Background: an optimization exercise with open tools, aiming at small area and a short achievable clock period. Do not read the settings as production practice. The RTL was checked by simulation tests, not by an equivalence proof against the original design. Power and IR drop assume default switching activity.

File: flow/design.v
module piped_wallace_mult(
    input wire clock, reset,
    input wire [15:0] x, y,
    output reg [31:0] prod
);
    reg [59:0] r1;
    reg [90:0] r2;
    reg [60:0] r3;
    reg v1, v2, v3;
    wire g1 = x[1] & x[0];
    wire q2 = x[1] ^ x[0];
    wire g3 = x[2] & x[1];
    wire q4 = x[2] ^ x[1];
    wire g5 = x[3] & x[2];
    wire q6 = x[3] ^ x[2];
    wire g7 = x[4] & x[3];
    wire q8 = x[4] ^ x[3];
    wire g9 = x[5] & x[4];
    wire q10 = x[5] ^ x[4];
    wire g11 = x[6] & x[5];
    wire q12 = x[6] ^ x[5];
    wire g13 = x[7] & x[6];
    wire q14 = x[7] ^ x[6];
    wire g15 = x[8] & x[7];
    wire q16 = x[8] ^ x[7];
    wire g17 = x[9] & x[8];
    wire q18 = x[9] ^ x[8];
    wire g19 = x[10] & x[9];
    wire q20 = x[10] ^ x[9];
    wire g21 = x[11] & x[10];
    wire q22 = x[11] ^ x[10];
    wire g23 = x[12] & x[11];
    wire q24 = x[12] ^ x[11];
    wire g25 = x[13] & x[12];
    wire q26 = x[13] ^ x[12];
    wire g27 = x[14] & x[13];
    wire q28 = x[14] ^ x[13];
    wire g29 = x[15] & x[14];
    wire q30 = x[15] ^ x[14];
    wire t31, u32;
    pfx i33 (.gh(g5), .ph(q6), .gl(g3), .pl(q4), .g(t31), .p(u32));
    wire t34, u35;
    pfx i36 (.gh(g9), .ph(q10), .gl(g7), .pl(q8), .g(t34), .p(u35));
    wire t37, u38;
    pfx i39 (.gh(g13), .ph(q14), .gl(g11), .pl(q12), .g(t37), .p(u38));
    wire t40, u41;
    pfx i42 (.gh(g17), .ph(q18), .gl(g15), .pl(q16), .g(t40), .p(u41));
    wire t43, u44;
    pfx i45 (.gh(g21), .ph(q22), .gl(g19), .pl(q20), .g(t43), .p(u44));
    wire t46, u47;
    pfx i48 (.gh(g25), .ph(q26), .gl(g23), .pl(q24), .g(t46), .p(u47));
    wire t49, u50;
    pfx i51 (.gh(g29), .ph(q30), .gl(g27), .pl(q28), .g(t49), .p(u50));
    wire t52;
    pfx_g i53 (.gh(g3), .ph(q4), .gl(g1), .g(t52));
    wire t54;
    pfx_g i55 (.gh(t31), .ph(u32), .gl(g1), .g(t54));
    wire t56, u57;
    pfx i58 (.gh(g11), .ph(q12), .gl(t34), .pl(u35), .g(t56), .p(u57));
    wire t59, u60;
    pfx i61 (.gh(t37), .ph(u38), .gl(t34), .pl(u35), .g(t59), .p(u60));
    wire t62, u63;
    pfx i64 (.gh(g19), .ph(q20), .gl(t40), .pl(u41), .g(t62), .p(u63));
    wire t65, u66;
    pfx i67 (.gh(t43), .ph(u44), .gl(t40), .pl(u41), .g(t65), .p(u66));
    wire t68, u69;
    pfx i70 (.gh(g27), .ph(q28), .gl(t46), .pl(u47), .g(t68), .p(u69));
    wire t71, u72;
    pfx i73 (.gh(t49), .ph(u50), .gl(t46), .pl(u47), .g(t71), .p(u72));
    wire t74;
    pfx_g i75 (.gh(g7), .ph(q8), .gl(t54), .g(t74));
    wire t76;
    pfx_g i77 (.gh(t34), .ph(u35), .gl(t54), .g(t76));
    wire t78;
    pfx_g i79 (.gh(t56), .ph(u57), .gl(t54), .g(t78));
    wire t80;
    pfx_g i81 (.gh(t59), .ph(u60), .gl(t54), .g(t80));
    wire t82, u83;
    pfx i84 (.gh(g23), .ph(q24), .gl(t65), .pl(u66), .g(t82), .p(u83));
    wire t85, u86;
    pfx i87 (.gh(t46), .ph(u47), .gl(t65), .pl(u66), .g(t85), .p(u86));
    wire t88, u89;
    pfx i90 (.gh(t68), .ph(u69), .gl(t65), .pl(u66), .g(t88), .p(u89));
    wire t91, u92;
    pfx i93 (.gh(t71), .ph(u72), .gl(t65), .pl(u66), .g(t91), .p(u92));
    wire t94;
    pfx_g i95 (.gh(g15), .ph(q16), .gl(t80), .g(t94));
    wire t96;
    pfx_g i97 (.gh(t40), .ph(u41), .gl(t80), .g(t96));
    wire t98;
    pfx_g i99 (.gh(t62), .ph(u63), .gl(t80), .g(t98));
    wire t100;
    pfx_g i101 (.gh(t65), .ph(u66), .gl(t80), .g(t100));
    wire t102;
    pfx_g i103 (.gh(t82), .ph(u83), .gl(t80), .g(t102));
    wire t104;
    pfx_g i105 (.gh(t85), .ph(u86), .gl(t80), .g(t104));
    wire t106;
    pfx_g i107 (.gh(t88), .ph(u89), .gl(t80), .g(t106));
    wire t108;
    pfx_g i109 (.gh(t91), .ph(u92), .gl(t80), .g(t108));
    wire t110 = x[15] & t108;
    wire z111 = q4 ^ g1;
    wire z112 = q6 ^ t52;
    wire z113 = q8 ^ t54;
    wire z114 = q10 ^ t74;
    wire z115 = q12 ^ t76;
    wire z116 = q14 ^ t78;
    wire z117 = q16 ^ t80;
    wire z118 = q18 ^ t94;
    wire z119 = q20 ^ t96;
    wire z120 = q22 ^ t98;
    wire z121 = q24 ^ t100;
    wire z122 = q26 ^ t102;
    wire z123 = q28 ^ t104;
    wire z124 = q30 ^ t106;
    wire z125 = x[15] ^ t108;
    wire p126 = ((r1[33] & r1[0]) | (r1[35] & r1[0])) ^ r1[37];
    wire p127 = ((r1[33] & r1[1]) | (r1[34] & r1[0]) | (r1[35] & r1[16])) ^ r1[37];
    wire p128 = ((r1[33] & r1[2]) | (r1[34] & r1[1]) | (r1[35] & r1[17]) | (r1[36] & r1[0])) ^ r1[37];
    wire p129 = ((r1[33] & r1[3]) | (r1[34] & r1[2]) | (r1[35] & r1[18]) | (r1[36] & r1[1])) ^ r1[37];
    wire p130 = ((r1[33] & r1[4]) | (r1[34] & r1[3]) | (r1[35] & r1[19]) | (r1[36] & r1[2])) ^ r1[37];
    wire p131 = ((r1[33] & r1[5]) | (r1[34] & r1[4]) | (r1[35] & r1[20]) | (r1[36] & r1[3])) ^ r1[37];
    wire p132 = ((r1[33] & r1[6]) | (r1[34] & r1[5]) | (r1[35] & r1[21]) | (r1[36] & r1[4])) ^ r1[37];
    wire p133 = ((r1[33] & r1[7]) | (r1[34] & r1[6]) | (r1[35] & r1[22]) | (r1[36] & r1[5])) ^ r1[37];
    wire p134 = ((r1[33] & r1[8]) | (r1[34] & r1[7]) | (r1[35] & r1[23]) | (r1[36] & r1[6])) ^ r1[37];
    wire p135 = ((r1[33] & r1[9]) | (r1[34] & r1[8]) | (r1[35] & r1[24]) | (r1[36] & r1[7])) ^ r1[37];
    wire p136 = ((r1[33] & r1[10]) | (r1[34] & r1[9]) | (r1[35] & r1[25]) | (r1[36] & r1[8])) ^ r1[37];
    wire p137 = ((r1[33] & r1[11]) | (r1[34] & r1[10]) | (r1[35] & r1[26]) | (r1[36] & r1[9])) ^ r1[37];
    wire p138 = ((r1[33] & r1[12]) | (r1[34] & r1[11]) | (r1[35] & r1[27]) | (r1[36] & r1[10])) ^ r1[37];
    wire p139 = ((r1[33] & r1[13]) | (r1[34] & r1[12]) | (r1[35] & r1[28]) | (r1[36] & r1[11])) ^ r1[37];
    wire p140 = ((r1[33] & r1[14]) | (r1[34] & r1[13]) | (r1[35] & r1[29]) | (r1[36] & r1[12])) ^ r1[37];
    wire p141 = ((r1[33] & r1[15]) | (r1[34] & r1[14]) | (r1[35] & r1[30]) | (r1[36] & r1[13])) ^ r1[37];
    wire p142 = ((r1[34] & r1[15]) | (r1[35] & r1[31]) | (r1[36] & r1[14])) ^ r1[37];
    wire p143 = ((r1[35] & r1[32]) | (r1[36] & r1[15])) ^ r1[37];
    wire p144 = ((r1[38] & r1[0]) | (r1[40] & r1[0])) ^ r1[42];
    wire p145 = ((r1[38] & r1[1]) | (r1[39] & r1[0]) | (r1[40] & r1[16])) ^ r1[42];
    wire p146 = ((r1[38] & r1[2]) | (r1[39] & r1[1]) | (r1[40] & r1[17]) | (r1[41] & r1[0])) ^ r1[42];
    wire p147 = ((r1[38] & r1[3]) | (r1[39] & r1[2]) | (r1[40] & r1[18]) | (r1[41] & r1[1])) ^ r1[42];
    wire p148 = ((r1[38] & r1[4]) | (r1[39] & r1[3]) | (r1[40] & r1[19]) | (r1[41] & r1[2])) ^ r1[42];
    wire p149 = ((r1[38] & r1[5]) | (r1[39] & r1[4]) | (r1[40] & r1[20]) | (r1[41] & r1[3])) ^ r1[42];
    wire p150 = ((r1[38] & r1[6]) | (r1[39] & r1[5]) | (r1[40] & r1[21]) | (r1[41] & r1[4])) ^ r1[42];
    wire p151 = ((r1[38] & r1[7]) | (r1[39] & r1[6]) | (r1[40] & r1[22]) | (r1[41] & r1[5])) ^ r1[42];
    wire p152 = ((r1[38] & r1[8]) | (r1[39] & r1[7]) | (r1[40] & r1[23]) | (r1[41] & r1[6])) ^ r1[42];
    wire p153 = ((r1[38] & r1[9]) | (r1[39] & r1[8]) | (r1[40] & r1[24]) | (r1[41] & r1[7])) ^ r1[42];
    wire p154 = ((r1[38] & r1[10]) | (r1[39] & r1[9]) | (r1[40] & r1[25]) | (r1[41] & r1[8])) ^ r1[42];
    wire p155 = ((r1[38] & r1[11]) | (r1[39] & r1[10]) | (r1[40] & r1[26]) | (r1[41] & r1[9])) ^ r1[42];
    wire p156 = ((r1[38] & r1[12]) | (r1[39] & r1[11]) | (r1[40] & r1[27]) | (r1[41] & r1[10])) ^ r1[42];
    wire p157 = ((r1[38] & r1[13]) | (r1[39] & r1[12]) | (r1[40] & r1[28]) | (r1[41] & r1[11])) ^ r1[42];
    wire p158 = ((r1[38] & r1[14]) | (r1[39] & r1[13]) | (r1[40] & r1[29]) | (r1[41] & r1[12])) ^ r1[42];
    wire p159 = ((r1[38] & r1[15]) | (r1[39] & r1[14]) | (r1[40] & r1[30]) | (r1[41] & r1[13])) ^ r1[42];
    wire p160 = ((r1[39] & r1[15]) | (r1[40] & r1[31]) | (r1[41] & r1[14])) ^ r1[42];
    wire p161 = ((r1[40] & r1[32]) | (r1[41] & r1[15])) ^ r1[42];
    wire p162 = ((r1[43] & r1[0]) | (r1[45] & r1[0])) ^ r1[47];
    wire p163 = ((r1[43] & r1[1]) | (r1[44] & r1[0]) | (r1[45] & r1[16])) ^ r1[47];
    wire p164 = ((r1[43] & r1[2]) | (r1[44] & r1[1]) | (r1[45] & r1[17]) | (r1[46] & r1[0])) ^ r1[47];
    wire p165 = ((r1[43] & r1[3]) | (r1[44] & r1[2]) | (r1[45] & r1[18]) | (r1[46] & r1[1])) ^ r1[47];
    wire p166 = ((r1[43] & r1[4]) | (r1[44] & r1[3]) | (r1[45] & r1[19]) | (r1[46] & r1[2])) ^ r1[47];
    wire p167 = ((r1[43] & r1[5]) | (r1[44] & r1[4]) | (r1[45] & r1[20]) | (r1[46] & r1[3])) ^ r1[47];
    wire p168 = ((r1[43] & r1[6]) | (r1[44] & r1[5]) | (r1[45] & r1[21]) | (r1[46] & r1[4])) ^ r1[47];
    wire p169 = ((r1[43] & r1[7]) | (r1[44] & r1[6]) | (r1[45] & r1[22]) | (r1[46] & r1[5])) ^ r1[47];
    wire p170 = ((r1[43] & r1[8]) | (r1[44] & r1[7]) | (r1[45] & r1[23]) | (r1[46] & r1[6])) ^ r1[47];
    wire p171 = ((r1[43] & r1[9]) | (r1[44] & r1[8]) | (r1[45] & r1[24]) | (r1[46] & r1[7])) ^ r1[47];
    wire p172 = ((r1[43] & r1[10]) | (r1[44] & r1[9]) | (r1[45] & r1[25]) | (r1[46] & r1[8])) ^ r1[47];
    wire p173 = ((r1[43] & r1[11]) | (r1[44] & r1[10]) | (r1[45] & r1[26]) | (r1[46] & r1[9])) ^ r1[47];
    wire p174 = ((r1[43] & r1[12]) | (r1[44] & r1[11]) | (r1[45] & r1[27]) | (r1[46] & r1[10])) ^ r1[47];
    wire p175 = ((r1[43] & r1[13]) | (r1[44] & r1[12]) | (r1[45] & r1[28]) | (r1[46] & r1[11])) ^ r1[47];
    wire p176 = ((r1[43] & r1[14]) | (r1[44] & r1[13]) | (r1[45] & r1[29]) | (r1[46] & r1[12])) ^ r1[47];
    wire p177 = ((r1[43] & r1[15]) | (r1[44] & r1[14]) | (r1[45] & r1[30]) | (r1[46] & r1[13])) ^ r1[47];
    wire p178 = ((r1[44] & r1[15]) | (r1[45] & r1[31]) | (r1[46] & r1[14])) ^ r1[47];
    wire p179 = ((r1[45] & r1[32]) | (r1[46] & r1[15])) ^ r1[47];
    wire p180 = ((r1[48] & r1[0]) | (r1[50] & r1[0])) ^ r1[52];
    wire p181 = ((r1[48] & r1[1]) | (r1[49] & r1[0]) | (r1[50] & r1[16])) ^ r1[52];
    wire p182 = ((r1[48] & r1[2]) | (r1[49] & r1[1]) | (r1[50] & r1[17]) | (r1[51] & r1[0])) ^ r1[52];
    wire p183 = ((r1[48] & r1[3]) | (r1[49] & r1[2]) | (r1[50] & r1[18]) | (r1[51] & r1[1])) ^ r1[52];
    wire p184 = ((r1[48] & r1[4]) | (r1[49] & r1[3]) | (r1[50] & r1[19]) | (r1[51] & r1[2])) ^ r1[52];
    wire p185 = ((r1[48] & r1[5]) | (r1[49] & r1[4]) | (r1[50] & r1[20]) | (r1[51] & r1[3])) ^ r1[52];
    wire p186 = ((r1[48] & r1[6]) | (r1[49] & r1[5]) | (r1[50] & r1[21]) | (r1[51] & r1[4])) ^ r1[52];
    wire p187 = ((r1[48] & r1[7]) | (r1[49] & r1[6]) | (r1[50] & r1[22]) | (r1[51] & r1[5])) ^ r1[52];
    wire p188 = ((r1[48] & r1[8]) | (r1[49] & r1[7]) | (r1[50] & r1[23]) | (r1[51] & r1[6])) ^ r1[52];
    wire p189 = ((r1[48] & r1[9]) | (r1[49] & r1[8]) | (r1[50] & r1[24]) | (r1[51] & r1[7])) ^ r1[52];
    wire p190 = ((r1[48] & r1[10]) | (r1[49] & r1[9]) | (r1[50] & r1[25]) | (r1[51] & r1[8])) ^ r1[52];
    wire p191 = ((r1[48] & r1[11]) | (r1[49] & r1[10]) | (r1[50] & r1[26]) | (r1[51] & r1[9])) ^ r1[52];
    wire p192 = ((r1[48] & r1[12]) | (r1[49] & r1[11]) | (r1[50] & r1[27]) | (r1[51] & r1[10])) ^ r1[52];
    wire p193 = ((r1[48] & r1[13]) | (r1[49] & r1[12]) | (r1[50] & r1[28]) | (r1[51] & r1[11])) ^ r1[52];
    wire p194 = ((r1[48] & r1[14]) | (r1[49] & r1[13]) | (r1[50] & r1[29]) | (r1[51] & r1[12])) ^ r1[52];
    wire p195 = ((r1[48] & r1[15]) | (r1[49] & r1[14]) | (r1[50] & r1[30]) | (r1[51] & r1[13])) ^ r1[52];
    wire p196 = ((r1[49] & r1[15]) | (r1[50] & r1[31]) | (r1[51] & r1[14])) ^ r1[52];
    wire p197 = ((r1[50] & r1[32]) | (r1[51] & r1[15])) ^ r1[52];
    wire p198 = ((r1[53] & r1[0]) | (r1[55] & r1[0])) ^ r1[57];
    wire p199 = ((r1[53] & r1[1]) | (r1[54] & r1[0]) | (r1[55] & r1[16])) ^ r1[57];
    wire p200 = ((r1[53] & r1[2]) | (r1[54] & r1[1]) | (r1[55] & r1[17]) | (r1[56] & r1[0])) ^ r1[57];
    wire p201 = ((r1[53] & r1[3]) | (r1[54] & r1[2]) | (r1[55] & r1[18]) | (r1[56] & r1[1])) ^ r1[57];
    wire p202 = ((r1[53] & r1[4]) | (r1[54] & r1[3]) | (r1[55] & r1[19]) | (r1[56] & r1[2])) ^ r1[57];
    wire p203 = ((r1[53] & r1[5]) | (r1[54] & r1[4]) | (r1[55] & r1[20]) | (r1[56] & r1[3])) ^ r1[57];
    wire p204 = ((r1[53] & r1[6]) | (r1[54] & r1[5]) | (r1[55] & r1[21]) | (r1[56] & r1[4])) ^ r1[57];
    wire p205 = ((r1[53] & r1[7]) | (r1[54] & r1[6]) | (r1[55] & r1[22]) | (r1[56] & r1[5])) ^ r1[57];
    wire p206 = ((r1[53] & r1[8]) | (r1[54] & r1[7]) | (r1[55] & r1[23]) | (r1[56] & r1[6])) ^ r1[57];
    wire p207 = ((r1[53] & r1[9]) | (r1[54] & r1[8]) | (r1[55] & r1[24]) | (r1[56] & r1[7])) ^ r1[57];
    wire p208 = ((r1[53] & r1[10]) | (r1[54] & r1[9]) | (r1[55] & r1[25]) | (r1[56] & r1[8])) ^ r1[57];
    wire p209 = ((r1[53] & r1[11]) | (r1[54] & r1[10]) | (r1[55] & r1[26]) | (r1[56] & r1[9])) ^ r1[57];
    wire p210 = ((r1[53] & r1[12]) | (r1[54] & r1[11]) | (r1[55] & r1[27]) | (r1[56] & r1[10])) ^ r1[57];
    wire p211 = ((r1[53] & r1[13]) | (r1[54] & r1[12]) | (r1[55] & r1[28]) | (r1[56] & r1[11])) ^ r1[57];
    wire p212 = ((r1[53] & r1[14]) | (r1[54] & r1[13]) | (r1[55] & r1[29]) | (r1[56] & r1[12])) ^ r1[57];
    wire p213 = ((r1[53] & r1[15]) | (r1[54] & r1[14]) | (r1[55] & r1[30]) | (r1[56] & r1[13])) ^ r1[57];
    wire p214 = ((r1[54] & r1[15]) | (r1[55] & r1[31]) | (r1[56] & r1[14])) ^ r1[57];
    wire p215 = ((r1[55] & r1[32]) | (r1[56] & r1[15])) ^ r1[57];
    wire p216 = (r1[58] & r1[0]);
    wire p217 = (r1[58] & r1[1]) | (r1[59] & r1[0]);
    wire p218 = (r1[58] & r1[2]) | (r1[59] & r1[1]);
    wire p219 = (r1[58] & r1[3]) | (r1[59] & r1[2]);
    wire p220 = (r1[58] & r1[4]) | (r1[59] & r1[3]);
    wire p221 = (r1[58] & r1[5]) | (r1[59] & r1[4]);
    wire p222 = (r1[58] & r1[6]) | (r1[59] & r1[5]);
    wire p223 = (r1[58] & r1[7]) | (r1[59] & r1[6]);
    wire p224 = (r1[58] & r1[8]) | (r1[59] & r1[7]);
    wire p225 = (r1[58] & r1[9]) | (r1[59] & r1[8]);
    wire p226 = (r1[58] & r1[10]) | (r1[59] & r1[9]);
    wire p227 = (r1[58] & r1[11]) | (r1[59] & r1[10]);
    wire p228 = (r1[58] & r1[12]) | (r1[59] & r1[11]);
    wire p229 = (r1[58] & r1[13]) | (r1[59] & r1[12]);
    wire p230 = (r1[58] & r1[14]) | (r1[59] & r1[13]);
    wire p231 = (r1[58] & r1[15]) | (r1[59] & r1[14]);
    wire p232 = (r1[59] & r1[15]);
    wire p233 = ~r1[37];
    wire p234 = ~r1[42];
    wire p235 = ~r1[47];
    wire p236 = ~r1[52];
    wire p237 = ~r1[57];
    wire s238 = p129 ^ p144 ^ r1[42];
    wire c239 = (p129 & p144) | (p129 & r1[42]) | (p144 & r1[42]);
    wire s240 = p132 ^ p147 ^ p162;
    wire c241 = (p132 & p147) | (p132 & p162) | (p147 & p162);
    wire s242 = p133 ^ p148 ^ p163;
    wire c243 = (p133 & p148) | (p133 & p163) | (p148 & p163);
    wire s244 = p134 ^ p149 ^ p164;
    wire c245 = (p134 & p149) | (p134 & p164) | (p149 & p164);
    wire s246 = p135 ^ p150 ^ p165;
    wire c247 = (p135 & p150) | (p135 & p165) | (p150 & p165);
    wire s248 = p136 ^ p151 ^ p166;
    wire c249 = (p136 & p151) | (p136 & p166) | (p151 & p166);
    wire s250 = p137 ^ p152 ^ p167;
    wire c251 = (p137 & p152) | (p137 & p167) | (p152 & p167);
    wire s252 = p138 ^ p153 ^ p168;
    wire c253 = (p138 & p153) | (p138 & p168) | (p153 & p168);
    wire s254 = p183 ^ p198 ^ r1[57];
    wire c255 = (p183 & p198) | (p183 & r1[57]) | (p198 & r1[57]);
    wire s256 = p139 ^ p154 ^ p169;
    wire c257 = (p139 & p154) | (p139 & p169) | (p154 & p169);
    wire s258 = p184 ^ p199;
    wire c259 = p184 & p199;
    wire s260 = p140 ^ p155 ^ p170;
    wire c261 = (p140 & p155) | (p140 & p170) | (p155 & p170);
    wire s262 = p185 ^ p200;
    wire c263 = p185 & p200;
    wire s264 = p141 ^ p156 ^ p171;
    wire c265 = (p141 & p156) | (p141 & p171) | (p156 & p171);
    wire s266 = p186 ^ p201 ^ p216;
    wire c267 = (p186 & p201) | (p186 & p216) | (p201 & p216);
    wire s268 = p142 ^ p157 ^ p172;
    wire c269 = (p142 & p157) | (p142 & p172) | (p157 & p172);
    wire s270 = p187 ^ p202 ^ p217;
    wire c271 = (p187 & p202) | (p187 & p217) | (p202 & p217);
    wire s272 = p143 ^ p158 ^ p173;
    wire c273 = (p143 & p158) | (p143 & p173) | (p158 & p173);
    wire s274 = p188 ^ p203 ^ p218;
    wire c275 = (p188 & p203) | (p188 & p218) | (p203 & p218);
    wire s276 = p159 ^ p174 ^ p189;
    wire c277 = (p159 & p174) | (p159 & p189) | (p174 & p189);
    wire s278 = p204 ^ p219 ^ r1[37];
    wire c279 = (p204 & p219) | (p204 & r1[37]) | (p219 & r1[37]);
    wire s280 = p160 ^ p175 ^ p190;
    wire c281 = (p160 & p175) | (p160 & p190) | (p175 & p190);
    wire s282 = p205 ^ p220 ^ r1[37];
    wire c283 = (p205 & p220) | (p205 & r1[37]) | (p220 & r1[37]);
    wire s284 = p161 ^ p176 ^ p191;
    wire c285 = (p161 & p176) | (p161 & p191) | (p176 & p191);
    wire s286 = p206 ^ p221 ^ r1[37];
    wire c287 = (p206 & p221) | (p206 & r1[37]) | (p221 & r1[37]);
    wire s288 = p177 ^ p192 ^ p207;
    wire c289 = (p177 & p192) | (p177 & p207) | (p192 & p207);
    wire s290 = p222 ^ p233 ^ p234;
    wire c291 = (p222 & p233) | (p222 & p234) | (p233 & p234);
    wire s292 = p178 ^ p193 ^ p208;
    wire c293 = (p178 & p193) | (p178 & p208) | (p193 & p208);
    wire s294 = p223 ^ 1'b1;
    wire c295 = p223 & 1'b1;
    wire s296 = p179 ^ p194 ^ p209;
    wire c297 = (p179 & p194) | (p179 & p209) | (p194 & p209);
    wire s298 = p224 ^ 1'b1;
    wire c299 = p224 & 1'b1;
    wire s300 = p195 ^ p210 ^ p225;
    wire c301 = (p195 & p210) | (p195 & p225) | (p210 & p225);
    wire s302 = p196 ^ p211 ^ p226;
    wire c303 = (p196 & p211) | (p196 & p226) | (p211 & p226);
    wire s304 = p197 ^ p212 ^ p227;
    wire c305 = (p197 & p212) | (p197 & p227) | (p212 & p227);
    wire s306 = p213 ^ p228 ^ p236;
    wire c307 = (p213 & p228) | (p213 & p236) | (p228 & p236);
    wire s308 = p214 ^ p229 ^ 1'b1;
    wire c309 = (p214 & p229) | (p214 & 1'b1) | (p229 & 1'b1);
    wire s310 = p215 ^ p230 ^ 1'b1;
    wire c311 = (p215 & p230) | (p215 & 1'b1) | (p230 & 1'b1);
    wire s312 = r2[16] ^ r2[17];
    wire c313 = r2[16] & r2[17];
    wire s314 = r2[20] ^ r2[21];
    wire c315 = r2[20] & r2[21];
    wire s316 = r2[23] ^ r2[24];
    wire c317 = r2[23] & r2[24];
    wire s318 = r2[26] ^ r2[27];
    wire c319 = r2[26] & r2[27];
    wire s320 = r2[29] ^ r2[30] ^ r2[31];
    wire c321 = (r2[29] & r2[30]) | (r2[29] & r2[31]) | (r2[30] & r2[31]);
    wire s322 = r2[33] ^ r2[34] ^ r2[35];
    wire c323 = (r2[33] & r2[34]) | (r2[33] & r2[35]) | (r2[34] & r2[35]);
    wire s324 = r2[37] ^ r2[38] ^ r2[39];
    wire c325 = (r2[37] & r2[38]) | (r2[37] & r2[39]) | (r2[38] & r2[39]);
    wire s326 = r2[41] ^ r2[42] ^ r2[43];
    wire c327 = (r2[41] & r2[42]) | (r2[41] & r2[43]) | (r2[42] & r2[43]);
    wire s328 = r2[45] ^ r2[46] ^ r2[47];
    wire c329 = (r2[45] & r2[46]) | (r2[45] & r2[47]) | (r2[46] & r2[47]);
    wire s330 = r2[49] ^ r2[50] ^ r2[51];
    wire c331 = (r2[49] & r2[50]) | (r2[49] & r2[51]) | (r2[50] & r2[51]);
    wire s332 = r2[53] ^ r2[54] ^ r2[55];
    wire c333 = (r2[53] & r2[54]) | (r2[53] & r2[55]) | (r2[54] & r2[55]);
    wire s334 = r2[57] ^ r2[58] ^ r2[59];
    wire c335 = (r2[57] & r2[58]) | (r2[57] & r2[59]) | (r2[58] & r2[59]);
    wire s336 = r2[61] ^ r2[62] ^ r2[63];
    wire c337 = (r2[61] & r2[62]) | (r2[61] & r2[63]) | (r2[62] & r2[63]);
    wire s338 = r2[65] ^ r2[66] ^ r2[67];
    wire c339 = (r2[65] & r2[66]) | (r2[65] & r2[67]) | (r2[66] & r2[67]);
    wire s340 = r2[69] ^ r2[70] ^ r2[71];
    wire c341 = (r2[69] & r2[70]) | (r2[69] & r2[71]) | (r2[70] & r2[71]);
    wire s342 = r2[73] ^ r2[74] ^ r2[75];
    wire c343 = (r2[73] & r2[74]) | (r2[73] & r2[75]) | (r2[74] & r2[75]);
    wire s344 = r2[77] ^ r2[78];
    wire c345 = r2[77] & r2[78];
    wire s346 = r2[79] ^ r2[80];
    wire c347 = r2[79] & r2[80];
    wire s348 = r2[5] ^ r2[6];
    wire c349 = r2[5] & r2[6];
    wire s350 = r2[8] ^ r2[9];
    wire c351 = r2[8] & r2[9];
    wire s352 = r2[10] ^ r2[11];
    wire c353 = r2[10] & r2[11];
    wire s354 = r2[12] ^ r2[13];
    wire c355 = r2[12] & r2[13];
    wire s356 = r2[14] ^ r2[15];
    wire c357 = r2[14] & r2[15];
    wire s358 = s312 ^ r2[18] ^ r2[19];
    wire c359 = (s312 & r2[18]) | (s312 & r2[19]) | (r2[18] & r2[19]);
    wire s360 = c313 ^ s314 ^ r2[22];
    wire c361 = (c313 & s314) | (c313 & r2[22]) | (s314 & r2[22]);
    wire s362 = c315 ^ s316 ^ r2[25];
    wire c363 = (c315 & s316) | (c315 & r2[25]) | (s316 & r2[25]);
    wire s364 = c317 ^ s318 ^ r2[28];
    wire c365 = (c317 & s318) | (c317 & r2[28]) | (s318 & r2[28]);
    wire s366 = c319 ^ s320 ^ r2[32];
    wire c367 = (c319 & s320) | (c319 & r2[32]) | (s320 & r2[32]);
    wire s368 = c321 ^ s322 ^ r2[36];
    wire c369 = (c321 & s322) | (c321 & r2[36]) | (s322 & r2[36]);
    wire s370 = c323 ^ s324 ^ r2[40];
    wire c371 = (c323 & s324) | (c323 & r2[40]) | (s324 & r2[40]);
    wire s372 = c325 ^ s326 ^ r2[44];
    wire c373 = (c325 & s326) | (c325 & r2[44]) | (s326 & r2[44]);
    wire s374 = c327 ^ s328 ^ r2[48];
    wire c375 = (c327 & s328) | (c327 & r2[48]) | (s328 & r2[48]);
    wire s376 = c329 ^ s330 ^ r2[52];
    wire c377 = (c329 & s330) | (c329 & r2[52]) | (s330 & r2[52]);
    wire s378 = c331 ^ s332 ^ r2[56];
    wire c379 = (c331 & s332) | (c331 & r2[56]) | (s332 & r2[56]);
    wire s380 = c333 ^ s334 ^ r2[60];
    wire c381 = (c333 & s334) | (c333 & r2[60]) | (s334 & r2[60]);
    wire s382 = c335 ^ s336 ^ r2[64];
    wire c383 = (c335 & s336) | (c335 & r2[64]) | (s336 & r2[64]);
    wire s384 = c337 ^ s338 ^ r2[68];
    wire c385 = (c337 & s338) | (c337 & r2[68]) | (s338 & r2[68]);
    wire s386 = c339 ^ s340 ^ r2[72];
    wire c387 = (c339 & s340) | (c339 & r2[72]) | (s340 & r2[72]);
    wire s388 = c341 ^ s342 ^ r2[76];
    wire c389 = (c341 & s342) | (c341 & r2[76]) | (s342 & r2[76]);
    wire s390 = c343 ^ s344 ^ 1'b1;
    wire c391 = (c343 & s344) | (c343 & 1'b1) | (s344 & 1'b1);
    wire s392 = c345 ^ s346 ^ 1'b1;
    wire c393 = (c345 & s346) | (c345 & 1'b1) | (s346 & 1'b1);
    wire s394 = c347 ^ r2[81] ^ r2[82];
    wire c395 = (c347 & r2[81]) | (c347 & r2[82]) | (r2[81] & r2[82]);
    wire s396 = r2[83] ^ r2[84];
    wire c397 = r2[83] & r2[84];
    wire s398 = r2[85] ^ r2[86];
    wire c399 = r2[85] & r2[86];
    wire s400 = r2[87] ^ r2[88] ^ r2[89];
    wire c401 = (r2[87] & r2[88]) | (r2[87] & r2[89]) | (r2[88] & r2[89]);
    wire s402 = r2[90] ^ 1'b1;
    wire c403 = r2[90] & 1'b1;
    wire t404 = r3[2] & r3[0];
    wire u405 = r3[4] & r3[3];
    wire t406, u407;
    pfx i408 (.gh(r3[7]), .ph(r3[8]), .gl(r3[5]), .pl(r3[6]), .g(t406), .p(u407));
    wire t409, u410;
    pfx i411 (.gh(r3[11]), .ph(r3[12]), .gl(r3[9]), .pl(r3[10]), .g(t409), .p(u410));
    wire t412, u413;
    pfx i414 (.gh(r3[15]), .ph(r3[16]), .gl(r3[13]), .pl(r3[14]), .g(t412), .p(u413));
    wire t415, u416;
    pfx i417 (.gh(r3[19]), .ph(r3[20]), .gl(r3[17]), .pl(r3[18]), .g(t415), .p(u416));
    wire t418, u419;
    pfx i420 (.gh(r3[23]), .ph(r3[24]), .gl(r3[21]), .pl(r3[22]), .g(t418), .p(u419));
    wire t421, u422;
    pfx i423 (.gh(r3[27]), .ph(r3[28]), .gl(r3[25]), .pl(r3[26]), .g(t421), .p(u422));
    wire t424, u425;
    pfx i426 (.gh(r3[31]), .ph(r3[32]), .gl(r3[29]), .pl(r3[30]), .g(t424), .p(u425));
    wire t427, u428;
    pfx i429 (.gh(r3[35]), .ph(r3[36]), .gl(r3[33]), .pl(r3[34]), .g(t427), .p(u428));
    wire t430, u431;
    pfx i432 (.gh(r3[39]), .ph(r3[40]), .gl(r3[37]), .pl(r3[38]), .g(t430), .p(u431));
    wire t433, u434;
    pfx i435 (.gh(r3[43]), .ph(r3[44]), .gl(r3[41]), .pl(r3[42]), .g(t433), .p(u434));
    wire t436, u437;
    pfx i438 (.gh(r3[47]), .ph(r3[48]), .gl(r3[45]), .pl(r3[46]), .g(t436), .p(u437));
    wire t439, u440;
    pfx i441 (.gh(r3[51]), .ph(r3[52]), .gl(r3[49]), .pl(r3[50]), .g(t439), .p(u440));
    wire t442, u443;
    pfx i444 (.gh(r3[55]), .ph(r3[56]), .gl(r3[53]), .pl(r3[54]), .g(t442), .p(u443));
    wire t445 = r3[3] & t404;
    wire t446 = u405 & t404;
    wire t447, u448;
    pfx i449 (.gh(r3[9]), .ph(r3[10]), .gl(t406), .pl(u407), .g(t447), .p(u448));
    wire t450, u451;
    pfx i452 (.gh(t409), .ph(u410), .gl(t406), .pl(u407), .g(t450), .p(u451));
    wire t453, u454;
    pfx i455 (.gh(r3[17]), .ph(r3[18]), .gl(t412), .pl(u413), .g(t453), .p(u454));
    wire t456, u457;
    pfx i458 (.gh(t415), .ph(u416), .gl(t412), .pl(u413), .g(t456), .p(u457));
    wire t459, u460;
    pfx i461 (.gh(r3[25]), .ph(r3[26]), .gl(t418), .pl(u419), .g(t459), .p(u460));
    wire t462, u463;
    pfx i464 (.gh(t421), .ph(u422), .gl(t418), .pl(u419), .g(t462), .p(u463));
    wire t465, u466;
    pfx i467 (.gh(r3[33]), .ph(r3[34]), .gl(t424), .pl(u425), .g(t465), .p(u466));
    wire t468, u469;
    pfx i470 (.gh(t427), .ph(u428), .gl(t424), .pl(u425), .g(t468), .p(u469));
    wire t471, u472;
    pfx i473 (.gh(r3[41]), .ph(r3[42]), .gl(t430), .pl(u431), .g(t471), .p(u472));
    wire t474, u475;
    pfx i476 (.gh(t433), .ph(u434), .gl(t430), .pl(u431), .g(t474), .p(u475));
    wire t477, u478;
    pfx i479 (.gh(r3[49]), .ph(r3[50]), .gl(t436), .pl(u437), .g(t477), .p(u478));
    wire t480, u481;
    pfx i482 (.gh(t439), .ph(u440), .gl(t436), .pl(u437), .g(t480), .p(u481));
    wire t483, u484;
    pfx i485 (.gh(r3[57]), .ph(r3[58]), .gl(t442), .pl(u443), .g(t483), .p(u484));
    wire t486;
    pfx_g i487 (.gh(r3[5]), .ph(r3[6]), .gl(t446), .g(t486));
    wire t488;
    pfx_g i489 (.gh(t406), .ph(u407), .gl(t446), .g(t488));
    wire t490;
    pfx_g i491 (.gh(t447), .ph(u448), .gl(t446), .g(t490));
    wire t492;
    pfx_g i493 (.gh(t450), .ph(u451), .gl(t446), .g(t492));
    wire t494, u495;
    pfx i496 (.gh(r3[21]), .ph(r3[22]), .gl(t456), .pl(u457), .g(t494), .p(u495));
    wire t497, u498;
    pfx i499 (.gh(t418), .ph(u419), .gl(t456), .pl(u457), .g(t497), .p(u498));
    wire t500, u501;
    pfx i502 (.gh(t459), .ph(u460), .gl(t456), .pl(u457), .g(t500), .p(u501));
    wire t503, u504;
    pfx i505 (.gh(t462), .ph(u463), .gl(t456), .pl(u457), .g(t503), .p(u504));
    wire t506, u507;
    pfx i508 (.gh(r3[37]), .ph(r3[38]), .gl(t468), .pl(u469), .g(t506), .p(u507));
    wire t509, u510;
    pfx i511 (.gh(t430), .ph(u431), .gl(t468), .pl(u469), .g(t509), .p(u510));
    wire t512, u513;
    pfx i514 (.gh(t471), .ph(u472), .gl(t468), .pl(u469), .g(t512), .p(u513));
    wire t515, u516;
    pfx i517 (.gh(t474), .ph(u475), .gl(t468), .pl(u469), .g(t515), .p(u516));
    wire t518, u519;
    pfx i520 (.gh(r3[53]), .ph(r3[54]), .gl(t480), .pl(u481), .g(t518), .p(u519));
    wire t521, u522;
    pfx i523 (.gh(t442), .ph(u443), .gl(t480), .pl(u481), .g(t521), .p(u522));
    wire t524, u525;
    pfx i526 (.gh(t483), .ph(u484), .gl(t480), .pl(u481), .g(t524), .p(u525));
    wire t527;
    pfx_g i528 (.gh(r3[13]), .ph(r3[14]), .gl(t492), .g(t527));
    wire t529;
    pfx_g i530 (.gh(t412), .ph(u413), .gl(t492), .g(t529));
    wire t531;
    pfx_g i532 (.gh(t453), .ph(u454), .gl(t492), .g(t531));
    wire t533;
    pfx_g i534 (.gh(t456), .ph(u457), .gl(t492), .g(t533));
    wire t535;
    pfx_g i536 (.gh(t494), .ph(u495), .gl(t492), .g(t535));
    wire t537;
    pfx_g i538 (.gh(t497), .ph(u498), .gl(t492), .g(t537));
    wire t539;
    pfx_g i540 (.gh(t500), .ph(u501), .gl(t492), .g(t539));
    wire t541;
    pfx_g i542 (.gh(t503), .ph(u504), .gl(t492), .g(t541));
    wire t543, u544;
    pfx i545 (.gh(r3[45]), .ph(r3[46]), .gl(t515), .pl(u516), .g(t543), .p(u544));
    wire t546, u547;
    pfx i548 (.gh(t436), .ph(u437), .gl(t515), .pl(u516), .g(t546), .p(u547));
    wire t549, u550;
    pfx i551 (.gh(t477), .ph(u478), .gl(t515), .pl(u516), .g(t549), .p(u550));
    wire t552, u553;
    pfx i554 (.gh(t480), .ph(u481), .gl(t515), .pl(u516), .g(t552), .p(u553));
    wire t555, u556;
    pfx i557 (.gh(t518), .ph(u519), .gl(t515), .pl(u516), .g(t555), .p(u556));
    wire t558, u559;
    pfx i560 (.gh(t521), .ph(u522), .gl(t515), .pl(u516), .g(t558), .p(u559));
    wire t561, u562;
    pfx i563 (.gh(t524), .ph(u525), .gl(t515), .pl(u516), .g(t561), .p(u562));
    wire t564;
    pfx_g i565 (.gh(r3[29]), .ph(r3[30]), .gl(t541), .g(t564));
    wire t566;
    pfx_g i567 (.gh(t424), .ph(u425), .gl(t541), .g(t566));
    wire t568;
    pfx_g i569 (.gh(t465), .ph(u466), .gl(t541), .g(t568));
    wire t570;
    pfx_g i571 (.gh(t468), .ph(u469), .gl(t541), .g(t570));
    wire t572;
    pfx_g i573 (.gh(t506), .ph(u507), .gl(t541), .g(t572));
    wire t574;
    pfx_g i575 (.gh(t509), .ph(u510), .gl(t541), .g(t574));
    wire t576;
    pfx_g i577 (.gh(t512), .ph(u513), .gl(t541), .g(t576));
    wire t578;
    pfx_g i579 (.gh(t515), .ph(u516), .gl(t541), .g(t578));
    wire t580;
    pfx_g i581 (.gh(t543), .ph(u544), .gl(t541), .g(t580));
    wire t582;
    pfx_g i583 (.gh(t546), .ph(u547), .gl(t541), .g(t582));
    wire t584;
    pfx_g i585 (.gh(t549), .ph(u550), .gl(t541), .g(t584));
    wire t586;
    pfx_g i587 (.gh(t552), .ph(u553), .gl(t541), .g(t586));
    wire t588;
    pfx_g i589 (.gh(t555), .ph(u556), .gl(t541), .g(t588));
    wire t590;
    pfx_g i591 (.gh(t558), .ph(u559), .gl(t541), .g(t590));
    wire t592;
    pfx_g i593 (.gh(t561), .ph(u562), .gl(t541), .g(t592));
    wire z594 = r3[2] ^ r3[0];
    wire z595 = r3[3] ^ t404;
    wire z596 = r3[4] ^ t445;
    wire z597 = r3[6] ^ t446;
    wire z598 = r3[8] ^ t486;
    wire z599 = r3[10] ^ t488;
    wire z600 = r3[12] ^ t490;
    wire z601 = r3[14] ^ t492;
    wire z602 = r3[16] ^ t527;
    wire z603 = r3[18] ^ t529;
    wire z604 = r3[20] ^ t531;
    wire z605 = r3[22] ^ t533;
    wire z606 = r3[24] ^ t535;
    wire z607 = r3[26] ^ t537;
    wire z608 = r3[28] ^ t539;
    wire z609 = r3[30] ^ t541;
    wire z610 = r3[32] ^ t564;
    wire z611 = r3[34] ^ t566;
    wire z612 = r3[36] ^ t568;
    wire z613 = r3[38] ^ t570;
    wire z614 = r3[40] ^ t572;
    wire z615 = r3[42] ^ t574;
    wire z616 = r3[44] ^ t576;
    wire z617 = r3[46] ^ t578;
    wire z618 = r3[48] ^ t580;
    wire z619 = r3[50] ^ t582;
    wire z620 = r3[52] ^ t584;
    wire z621 = r3[54] ^ t586;
    wire z622 = r3[56] ^ t588;
    wire z623 = r3[58] ^ t590;
    wire z624 = r3[60] ^ t592;
    wire [31:0] result = {z624, z623, z622, z621, z620, z619, z618, z617, z616, z615, z614, z613, z612, z611, z610, z609, z608, z607, z606, z605, z604, z603, z602, z601, z600, z599, z598, z597, z596, z595, z594, r3[1]};
    always @(posedge clock) begin
        r1 <= {(y[14] & y[15]), (y[14] & ~y[15]) | (~y[14] & y[15]), y[14], (y[11] & y[12] & y[13] & ~y[14]) | (~y[11] & ~y[12] & ~y[13] & y[14]), (y[11] & ~y[12] & y[13] & ~y[14]) | (~y[11] & y[12] & y[13] & ~y[14]) | (y[11] & ~y[12] & ~y[13] & y[14]) | (~y[11] & y[12] & ~y[13] & y[14]), (y[11] & y[12] & ~y[13] & ~y[14]) | (~y[11] & ~y[12] & y[13] & ~y[14]) | (y[11] & y[12] & ~y[13] & y[14]) | (~y[11] & ~y[12] & y[13] & y[14]), (y[11] & ~y[12] & ~y[13] & ~y[14]) | (~y[11] & y[12] & ~y[13] & ~y[14]) | (y[11] & ~y[12] & y[13] & y[14]) | (~y[11] & y[12] & y[13] & y[14]), y[11], (y[8] & y[9] & y[10] & ~y[11]) | (~y[8] & ~y[9] & ~y[10] & y[11]), (y[8] & ~y[9] & y[10] & ~y[11]) | (~y[8] & y[9] & y[10] & ~y[11]) | (y[8] & ~y[9] & ~y[10] & y[11]) | (~y[8] & y[9] & ~y[10] & y[11]), (y[8] & y[9] & ~y[10] & ~y[11]) | (~y[8] & ~y[9] & y[10] & ~y[11]) | (y[8] & y[9] & ~y[10] & y[11]) | (~y[8] & ~y[9] & y[10] & y[11]), (y[8] & ~y[9] & ~y[10] & ~y[11]) | (~y[8] & y[9] & ~y[10] & ~y[11]) | (y[8] & ~y[9] & y[10] & y[11]) | (~y[8] & y[9] & y[10] & y[11]), y[8], (y[5] & y[6] & y[7] & ~y[8]) | (~y[5] & ~y[6] & ~y[7] & y[8]), (y[5] & ~y[6] & y[7] & ~y[8]) | (~y[5] & y[6] & y[7] & ~y[8]) | (y[5] & ~y[6] & ~y[7] & y[8]) | (~y[5] & y[6] & ~y[7] & y[8]), (y[5] & y[6] & ~y[7] & ~y[8]) | (~y[5] & ~y[6] & y[7] & ~y[8]) | (y[5] & y[6] & ~y[7] & y[8]) | (~y[5] & ~y[6] & y[7] & y[8]), (y[5] & ~y[6] & ~y[7] & ~y[8]) | (~y[5] & y[6] & ~y[7] & ~y[8]) | (y[5] & ~y[6] & y[7] & y[8]) | (~y[5] & y[6] & y[7] & y[8]), y[5], (y[2] & y[3] & y[4] & ~y[5]) | (~y[2] & ~y[3] & ~y[4] & y[5]), (y[2] & ~y[3] & y[4] & ~y[5]) | (~y[2] & y[3] & y[4] & ~y[5]) | (y[2] & ~y[3] & ~y[4] & y[5]) | (~y[2] & y[3] & ~y[4] & y[5]), (y[2] & y[3] & ~y[4] & ~y[5]) | (~y[2] & ~y[3] & y[4] & ~y[5]) | (y[2] & y[3] & ~y[4] & y[5]) | (~y[2] & ~y[3] & y[4] & y[5]), (y[2] & ~y[3] & ~y[4] & ~y[5]) | (~y[2] & y[3] & ~y[4] & ~y[5]) | (y[2] & ~y[3] & y[4] & y[5]) | (~y[2] & y[3] & y[4] & y[5]), y[2], (~y[0] & ~y[1] & y[2]), (y[0] & y[1] & ~y[2]) | (y[0] & ~y[1] & y[2]), (~y[0] & y[1] & ~y[2]) | (~y[0] & y[1] & y[2]), (y[0] & ~y[1] & ~y[2]) | (y[0] & y[1] & y[2]), t110, z125, z124, z123, z122, z121, z120, z119, z118, z117, z116, z115, z114, z113, z112, z111, q2, x[15], x[14], x[13], x[12], x[11], x[10], x[9], x[8], x[7], x[6], x[5], x[4], x[3], x[2], x[1], x[0]};
        r2 <= {p232, p237, p231, c311, s310, c309, s308, c307, s306, c305, s304, c303, s302, c301, p235, s300, c299, c297, s298, s296, c295, c293, s294, s292, c291, c289, s290, s288, c287, c285, s286, s284, c283, c281, s282, s280, c279, c277, s278, s276, c275, c273, s274, s272, c271, c269, s270, s268, c267, c265, s266, s264, c263, c261, s262, s260, c259, c257, s258, s256, c255, c253, s254, s252, c251, p182, s250, c249, p181, s248, c247, r1[52], p180, s246, c245, s244, c243, s242, c241, r1[47], s240, p146, p131, p145, p130, c239, s238, p128, p127, r1[37], p126};
        r3 <= {c401 ^ s402, c401 & s402, c399 ^ s400, c399 & s400, c397 ^ s398, c397 & s398, c395 ^ s396, c395 & s396, c393 ^ s394, c393 & s394, c391 ^ s392, c391 & s392, c389 ^ s390, c389 & s390, c387 ^ s388, c387 & s388, c385 ^ s386, c385 & s386, c383 ^ s384, c383 & s384, c381 ^ s382, c381 & s382, c379 ^ s380, c379 & s380, c377 ^ s378, c377 & s378, c375 ^ s376, c375 & s376, c373 ^ s374, c373 & s374, c371 ^ s372, c371 & s372, c369 ^ s370, c369 & s370, c367 ^ s368, c367 & s368, c365 ^ s366, c365 & s366, c363 ^ s364, c363 & s364, c361 ^ s362, c361 & s362, c359 ^ s360, c359 & s360, c357 ^ s358, c357 & s358, c355 ^ s356, c355 & s356, c353 ^ s354, c353 & s354, c351 ^ s352, c351 & s352, c349 ^ s350, c349 & s350, s348 ^ r2[7], s348 & r2[7], r2[4], r2[3], r2[2], r2[0] ^ r2[1], r2[0] & r2[1]};
    end
    always @(posedge clock or posedge reset)
        if (reset) begin
            v1 <= 1'b0; v2 <= 1'b0; v3 <= 1'b0; prod <= 32'd0;
        end else begin
            v1 <= 1'b1; v2 <= v1; v3 <= v2;
            prod <= v3 ? result : 32'd0;
        end
endmodule
module pfx(input wire gh, ph, gl, pl, output wire g, p);
    assign g = gh | (ph & gl);
    assign p = ph & pl;
endmodule
module pfx_g(input wire gh, ph, gl, output wire g);
    assign g = gh | (ph & gl);
endmodule
File: flow/flow/run.sh
#!/bin/bash
# The standard layout (standard.sh, unchanged synthesis), except that the
# port buffers are plain buffers instead of delay cells. Tool output: standard.log
# here and ORFS's own logs under orfs/logs.
set -e
echo 'export BUFFER_PORTS_ARGS = -buffer_cell sky130_fd_sc_hd__buf_1' >> "$FLOW_CONFIG"
bash standard.sh > standard.log 2>&1
File: flow/standard.sh
#!/bin/bash
# synth_recipe.tcl (not shown) runs the flow's synth.tcl, then flattens the netlist and writes it again
# the make line also repeats each setting of config.mk as NAME=value (left out here)
make -C /OpenROAD-flow-scripts/flow DESIGN_CONFIG=/design/flow/config.mk WORK_HOME=/design/flow/orfs CLKGATE_MAP_FILE= SYNTH_SCRIPT=/design/flow/synth_recipe.tcl "${@:-finish}"
File: flow/config.mk
export PLATFORM = sky130hd
export DESIGN_NAME = piped_wallace_mult
export DESIGN_NICKNAME = piped_wallace_mult
export VERILOG_FILES = /design/flow/design.v
export SDC_FILE = /design/flow/constraint.sdc
export NUM_CORES = 4
export LEC_CHECK = 0
export CAP_MARGIN = 20
export CORE_MARGIN = 2
export CORE_UTILIZATION = 40
export CTS_CLUSTER_DIAMETER = 150
export CTS_CLUSTER_SIZE = 30
export PLACE_DENSITY = 0.8
export SETUP_SLACK_MARGIN = 0.95
export SLEW_MARGIN = 20
export SYNTH_HIERARCHICAL = 1
export SYNTH_MINIMUM_KEEP_SIZE = 0
export BUFFER_PORTS_ARGS = -buffer_cell sky130_fd_sc_hd__buf_1
File: flow/constraint.sdc
create_clock -name core_clock -period 2.8 [get_ports {clock}]
set_input_delay 0.5600 -clock core_clock [delete_from_list [all_inputs] [get_ports {clock}]]
set_output_delay 0.5600 -clock core_clock [all_outputs]
set_load 0.01 [all_outputs]
==> results of run 1 <==
-- power breakdown --
| group | switching (uW) | total (uW) | internal [uW] | leakage [uW] |
|---|---|---|---|---|
| clock network | 1070 | 1940 | 869 | 0.000174 |
| registers | 788 | 5460 | 4670 | 0.00223 |
| logic | 2570 | 5120 | 2540 | 0.00381 |
| total | 4430 | 12500 | 8080 | 0.00621 |
-- sequential cells by signal, summed over array words and instances, names as in the netlist --
name and flops:
prod 32, r1 60, r2 91, r3 60, v1 1, v2 1, v3 1
-- area by class of cell --
| type | instances | area [um^2] | area share |
|---|---|---|---|
| multi-input combinational | 691 | 6960 | 0.507 |
| clock inverter | 1 | 30.0 | 0.00218 |
| sequential | 246 | 5150 | 0.374 |
| tap | 402 | 503 | 0.0366 |
| clock buffer | 15 | 333 | 0.0242 |
| timing repair buffer | 102 | 526 | 0.0382 |
| inverter | 65 | 244 | 0.0177 |
-- synthesized netlist by cell type --
cell      count  area (um^2)
a222oi_1     10          100
nor3b_1       1         7.51
nor2b_1       7         43.8
a22oi_1      11         82.6
inv_1        64          240
inv_2         1         3.75
clkbuf_1     12         45.0
nor2_1       10         37.5
nand4b_1      4         35.0
buf_4         7         52.6
buf_2        43          215
xnor2_1      97          850
buf_8         1         15.0
a22o_2        1         10.0
or4b_1        4         40.0
dfxtp_1     211         4220
buf_6        24          270
o31ai_1       2         15.0
dfrtp_1      35          876
and3_1        1         6.26
xor2_1       42          368
o21ai_1       2         10.0
and2_1       95          594
ha_1         66          826
conb_1        1         3.75
a22o_1       80          701
nor3_1        2         10.0
xnor3_1       2         45.0
nand2_1      14         52.6
o21a_1        2         15.0
o21ai_0       7         35.0
a21o_1      102          766
fa_1         59         1180
a221oi_2     68         1020
-- what timing repair did --
| action | CTS | global route |
|---|---|---|
| pin swaps | 6 | 13 |
| resized for setup | 35 | 14 |
| cloned | 1 | 0 |
| setup buffers | 1 | 3 |
| hold buffers | 0 | 0 |
| setup endpoints to repair | 62 | 27 |
-- per-module statistics from Yosys, one instance, submodules excluded --
module              cells  area [um^2]  copies in the design  flip-flops and latches
pfx                     2         13.8                    61                       0
pfx_g                   1         7.51                    41                       0
piped_wallace_mult    925        11600                     1                     246
-- cell families (layout without fill, tap and decap cells) --
| kind of cell | Yosys count | count (layout) | synth area share |
|---|---|---|---|
| buf+inv | 152 | 183 | 0.0658 |
| flops | 246 | 246 | 0.399 |
| compound gates | 285 | 286 | 0.215 |
| xor+xnor | 141 | 141 | 0.0986 |
| fa+ha+maj | 125 | 125 | 0.157 |
| simple gates | 138 | 138 | 0.0646 |
| other cells | 1 | 1 | 0.000293 |
-- worst max-delay path by stage --
stage / end / slack (ps) / cells after the start
2_1_floorplan: r1[31]$_DFF_P_ / 870 / 6
3_3_place_gp: r1[31]$_DFF_P_ / 540 / 7
3_5_place_dp: r1[31]$_DFF_P_ / 510 / 7
4_1_cts: prod[20]$_DFF_PP0_ / 960 / 7
5_1_grt: prod[23]$_DFF_PP0_ / 910 / 7
6_report: prod[30]$_DFF_PP0_ / 960 / 7
-- layer usage --
| metal | track usage | vias up |
|---|---|---|
| li1 | - | 3845 |
| met1 | 0.209 | 3847 |
| met2 | 0.280 | 276 |
| met3 | 0.0240 | 37 |
| met4 | 0.0384 | 0 |
| met5 | 0 | - |
-- stage by stage --
stage / power [uW] / instance area (um^2)
4_1_cts: 12600 / 13700
3_3_place_gp: 10100 / 13300
5_1_grt: 13600 / 13700
3_5_place_dp: 10500 / 13300
6_report: 12500 / 13700
2_1_floorplan: 8940 / 12900
-- critical path, delay by kind of cell (launching register included) --
kind	cells	cell delay, ps
AO/OA/AOI/OAI	5	1110
XOR/XNOR	1	160
flip-flops	1	340
AND/OR/NAND/NOR	1	150
==> flow_summary_export.csv, run 1 <==
group,metric,value,unit
run_status,outcome,"complete, no violations",
synthesis,synth_seq_cells,246,
worst_setup_path,arrival,2230,ps
timing,relSlewSlack,0.523,
synthesis,synthCells,1088,
timing,setup_violations,0,
layout,instances_no_fill,1522,
worst_setup_path,cp_slowest_cell,"dfxtp_2",
timing,worst_hold_slack,113,ps
clock_tree,clock_latency,490,ps
layout,postLayoutCoreUtil,0.436,
route,ant_nets,0,
timing,fin_tns_setup,0,ps
timing,maxSlewViolCount,0,
clock_tree,h-tree-depth,1,
synthesis,ys_seq_area_frac,0.399,
worst_setup_path,regToRegEndpoint,"prod[30]$_DFF_PP0_",
route,drt_first_pass_iters,8,
power_and_ir_drop,irDropWorstVdd,0.000432,V
die,start_util,0.406,
worst_setup_path,reg2reg_slack,960,ps
power_and_ir_drop,p_leak,0.00621,uW
layout,final_common_cell,"dfxtp_1",
placement,place_ws,508,ps
clock_tree,clkSinkCount,246,
route,wl_met3,1.71,mm
clock_tree,path_clk_slew,110,ps
synthesis,ys_types,34,
placement,portBuffers,65,
worst_setup_path,start_kind,"register",
worst_setup_path,r2r-start,"r3[13]$_DFF_P_",
synthesis,syn-cell-area,12800,um^2
power_and_ir_drop,power_density,910,nW/um^2
route,top_layer,"met4",
route,drc,0,
clock_tree,cts_made_buffers,12,
global_route,overflow,0,
placement,place.gp.congestion,0.882,
route,vias,8005,
placement,placed_cells,1501,
timing,rsz0062_at_grt,"yes",
synthesis,synth_nets,1247,
worst_setup_path,cpMostUsedCell,"a21o_1",
job,maxCapViolations,0,
worst_setup_path,critical-path-max-stage-delay,340,ps
timing,layout_min_cycle_time,1840,ps
route,wl_met1,11.6,mm
die,io_pins,66,
route,wire_per_inst,17.4,um
worst_setup_path,cp-startpoint,"r3[13]$_DFF_P_",
global_route,grt_pass1_wl,43.6,mm
worst_hold_path,hp-class,"input pin to async pin",
synthesis,yosys_warnings,7,
layout,diodes,0,
worst_setup_path,cp-end-kind,"register",
route,dr_wl_met2,12.7,mm
layout,fillCellCount,2880,
layout,drive_above_1_share,0.153,
route,totalWireLength,26.5,mm
die,die_area,33400,um^2
timing,fmax,543,MHz
route,drt_iter0_drc,653,
clock_tree,root_buffer,"clkbuf_16",
clock_tree,cts_tree,"yes",
timing,finalCritPeriodShare,0.658,
worst_setup_path,crit_type,"register to register",
die,die_w,183,um
layout,final_cell_mix,"dfxtp_1, a21o_1, xnor2_1",
worst_setup_path,path_cells,"a21o_1 > a21o_1 > a21o_1 > a21o_4 > a21o_1 > xor2_1 > and2_1",
synthesis,syn_area_per_cell,11.8,um^2
worst_setup_path,worst-r2r-cell-count,7,
die,die_h,183,um
worst_setup_path,cp_max_fo,8,
route,via_per_inst,5.26,
timing,worstMarginPinSlew,715,ps
layout,nNetsFinal,1277,
layout,syn_to_final_growth,7.43,%
placement,dpl.hpwl,19.7,mm
global_route,grt_pass1_vias,8355,
global_route,grt_start_max_net_pins,36,
die,placementRows,65,
timing,setup_ws,958,ps
worst_setup_path,worst_ep_required_time,3190,ps
die,core-area,31600,um^2
clock_tree,clk_path_buf_depth,3,
global_route,grt_usage,0.160,
timing,skew,33.0,ps
timing,hold_viol_final,0,
global_route,antenna_found_initial,0,
==> run 2: changes to the inputs <==
--- a/flow/config.mk
+++ b/flow/config.mk
@@ -12,3 +12,2 @@
 export CTS_CLUSTER_SIZE = 30
-export PLACE_DENSITY = 0.8
 export SETUP_SLACK_MARGIN = 0.95
==> run 2 against run 1 <==
  * Largest power group unchanged
  * Worst setup slack improved by 34 ps
  * Critical path type unchanged
  * Routed wire length decreased by 3.0%
  * Final cell count rose by 0.46%
  * Sequential power decreased by 0.9%
  * Hold slack worse by 15 ps
  * First-iteration DRC count down 13%
  * Still clean on timing, DRC and antenna
==> flow_summary_export.csv, run 2 <==
group,metric,value,unit
die,placementRows,65,
placement,dpl.hpwl,19.4,mm
synthesis,syn_area_per_cell,11.8,um^2
timing,layout_min_cycle_time,1810,ps
worst_setup_path,reg2reg_slack,990,ps
synthesis,ys_top_cells_by_area,"dfxtp_1, fa_1, a221oi_2, dfrtp_1, xnor2_1",
global_route,grt_start_max_net_pins,33,
timing,maxSlewViolCount,0,
run_status,outcome,"complete, no violations",
layout,final_cell_mix,"dfxtp_1, a21o_1, xnor2_1",
synthesis,synth_edf_count,0,
timing,rsz0062_at_grt,"yes",
global_route,grt_use_met3,0.0199,
die,die_w,183,um
clock_tree,clkSinkCount,246,
clock_tree,cts_hold_buffers,0,
synthesis,synth_nets,1247,
route,ant_nets,0,
global_route,grt_pass1_wl,42.8,mm
job,maxCapViolations,0,
timing,setup_violations,0,
layout,diodes,0,
layout,largest_reg_flops,91,
die,io_pins,66,
global_route,grt.busiest_layer,"met2",
global_route,grt_pass1_vias,8003,
placement,portBuffers,65,
worst_setup_path,worst_ep_required_time,3170,ps
worst_setup_path,worst-r2r-cell-count,7,
power_and_ir_drop,irDropWorstVdd,0.000377,V
clock_tree,clk_path_buf_depth,3,
synthesis,synth_commonest_cells,"dfxtp_1, a21o_1, xnor2_1, and2_1, a22o_1",
route,wire_per_inst,16.8,um
clock_tree,clock_latency,490,ps
synthesis,async_flop_share,0.142,
layout,top_register,"r2",
synthesis,synthCells,1088,
synthesis,synth_largest_area_cell,"dfxtp_1",
synthesis,synth_most_common_cell,"dfxtp_1",
route,vias,7806,
worst_setup_path,regToRegEndpoint,"prod[26]$_DFF_PP0_",
timing,fin_tns_setup,0,ps
synthesis,synth.top_cell.area_share,0.330,
worst_setup_path,arrival,2180,ps
layout,nNetsFinal,1283,
power_and_ir_drop,p_leak,0.00626,uW
worst_hold_path,hp-class,"input pin to async pin",
global_route,antenna_found_initial,0,
synthesis,yosys_warnings,7,
placement,place.gp.congestion,0.842,
timing,skew,31.2,ps
die,core-area,31600,um^2
global_route,grt_usage,0.157,
timing,fmax,553,MHz
timing,worst_hold_slack,97.4,ps
route,via_per_inst,5.11,
route,drc,0,
worst_setup_path,start_kind,"register",
worst_setup_path,cp-end-kind,"register",
timing,hold_viol_final,0,
worst_setup_path,cp_max_fo,8,
clock_tree,h-tree-depth,1,
synthesis,synth_seq_cells,246,
synthesis,synthFlopType,"dfxtp_1",
die,die_area,33400,um^2
synthesis,syn-cell-area,12800,um^2
layout,drive_above_1_share,0.157,
global_route,met1_usage,0.218,
timing,relSlewSlack,0.532,
route,drt_iter0_drc,568,
synthesis,ys_types,34,
worst_setup_path,crit_type,"register to register",
layout,reg_top3,"r2 x91, r1 x60, r3 x60",
route,totalWireLength,25.7,mm
route,drt_first_pass_iters,7,
clock_tree,cts_tree,"yes",
power_and_ir_drop,power_density,891,nW/um^2
clock_tree,path_clk_slew,110,ps
layout,syn_to_final_growth,8.15,%
global_route,overflow,0,
clock_tree,root_buffer,"clkbuf_16",
timing,worstMarginPinSlew,702,ps
die,die_h,183,um
timing,finalCritPeriodShare,0.646,
synthesis,ys_seq_area_frac,0.399,
worst_setup_path,r2r-start,"r3[16]$_DFF_P_",
die,start_util,0.406,
layout,final_common_cell,"dfxtp_1",
global_route,grtUsageMet2,0.261,
clock_tree,cts_made_buffers,12,
[run 2: per-module statistics from Yosys, one instance, submodules excluded]
| module | times used | cells inside | area, um^2 |
|---|---|---|---|
| pfx | 61 | 2 | 13.8 |
| piped_wallace_mult | 1 | 925 | 11600 |
| pfx_g | 41 | 1 | 7.51 |
[run 2: cells by family after synthesis]
kind of cell	synth area share
adder cells (fa/ha/maj)	0.157
AND/OR/NAND/NOR	0.0646
AO/OA/AOI/OAI	0.215
XOR/XNOR	0.0986
buffers and inverters	0.0658
other	0.000293
flip-flops	0.399
[run 2: worst max-delay path, stage by stage (launching register included)]
cell,delay (ps)
dfxtp_2,340
a21o_1,180
a21o_1,220
a21o_1,220
a21o_4,240
a21o_1,170
xor2_1,150
and2_1,160
[run 2: stage by stage]
step / cell area (um^2) / setup slack, ps / cells / utilization / power, uW
after floorplan: 12900 / 866 / 1088 / - / 8940
after CTS: 13800 / 951 / 1526 / 0.436 / 12400
after global routing: 13800 / 909 / 1529 / 0.439 / 13500
after global placement: 13300 / 530 / 1505 / 0.422 / 10200
final: 13800 / 992 / 1529 / 0.439 / 12300
after detailed placement: 13300 / 461 / 1505 / 0.422 / 10300
[run 2: routing by layer]
layer  wire [um]  share of wire
met1       12500           0.49
met2       11700           0.45
met3        1150          0.045
met4         392          0.015
met5           0              0
[run 2: power by group]
part,switching (uW),internal (uW),leakage (uW),total [uW]
registers,745,4670,0.00223,5410
clock network,1080,875,0.000175,1950
logic,2470,2490,0.00386,4960
[run 2: how the worst max path moves through the flow]
stage | startpoint | end | slack, ps | cells after the start
2_1_floorplan | x[1] | r1[31]$_DFF_P_ | 870 | 6
6_report | r3[16]$_DFF_P_ | prod[26]$_DFF_PP0_ | 990 | 7
4_1_cts | r1[9]$_DFF_P_ | r2[47]$_DFF_P_ | 950 | 5
5_1_grt | r3[16]$_DFF_P_ | prod[25]$_DFF_PP0_ | 910 | 7
3_3_place_gp | x[2] | r1[31]$_DFF_P_ | 530 | 7
3_5_place_dp | x[2] | r1[31]$_DFF_P_ | 460 | 7
[run 2: layout make-up]
type | instances | area, um^2
clock buffers | 16 | 337
clock inverters | 1 | 30.0
fillers | 2956 | 17700
inverters | 65 | 244
multi-input cells | 691 | 6980
flip-flops and latches | 246 | 5150
well taps | 402 | 503
repair buffers | 108 | 589
[run 2: repair_timing]
| item | 4_1_cts | 5_1_grt |
|---|---|---|
| cloned | 1 | 0 |
| pin swaps | 8 | 10 |
| resized for setup | 38 | 16 |
| setup endpoints to repair | 69 | 28 |
| setup buffers | 3 | 3 |
| endpoints found under the hold margin | 0 | 0 |

-- what the ideal ports hide --
In the flow no input, the clock included, has a driving cell. The finished layouts below were timed again as built, in two steps. Step 1 (the two cells are an assumption about what drives the block):
set clk [get_ports {clock}]
set_driving_cell -lib_cell sky130_fd_sc_hd__clkbuf_16 $clk
set_driving_cell -lib_cell sky130_fd_sc_hd__buf_2 [delete_from_list [all_inputs] $clk]
Step 2 times the ports against the registers' clock, not the clock port: input delays grow and output delays shrink by t, the midpoint of the rising clock arrivals with the driver on. a / b / c = ideal ports / drivers / drivers and shift; a / b = the first two.
| run | t (ns) | slack for setup (ns) | worst data-port slew with drivers (ns) |
|---|---|---|---|
| run 1 | 0.521 | 0.958 / 0.958 / 0.528 | 0.04 |
| run 2 | 0.524 | 0.992 / 0.992 / 0.562 | 0.05 |
After both steps every run listed still meets setup and hold.
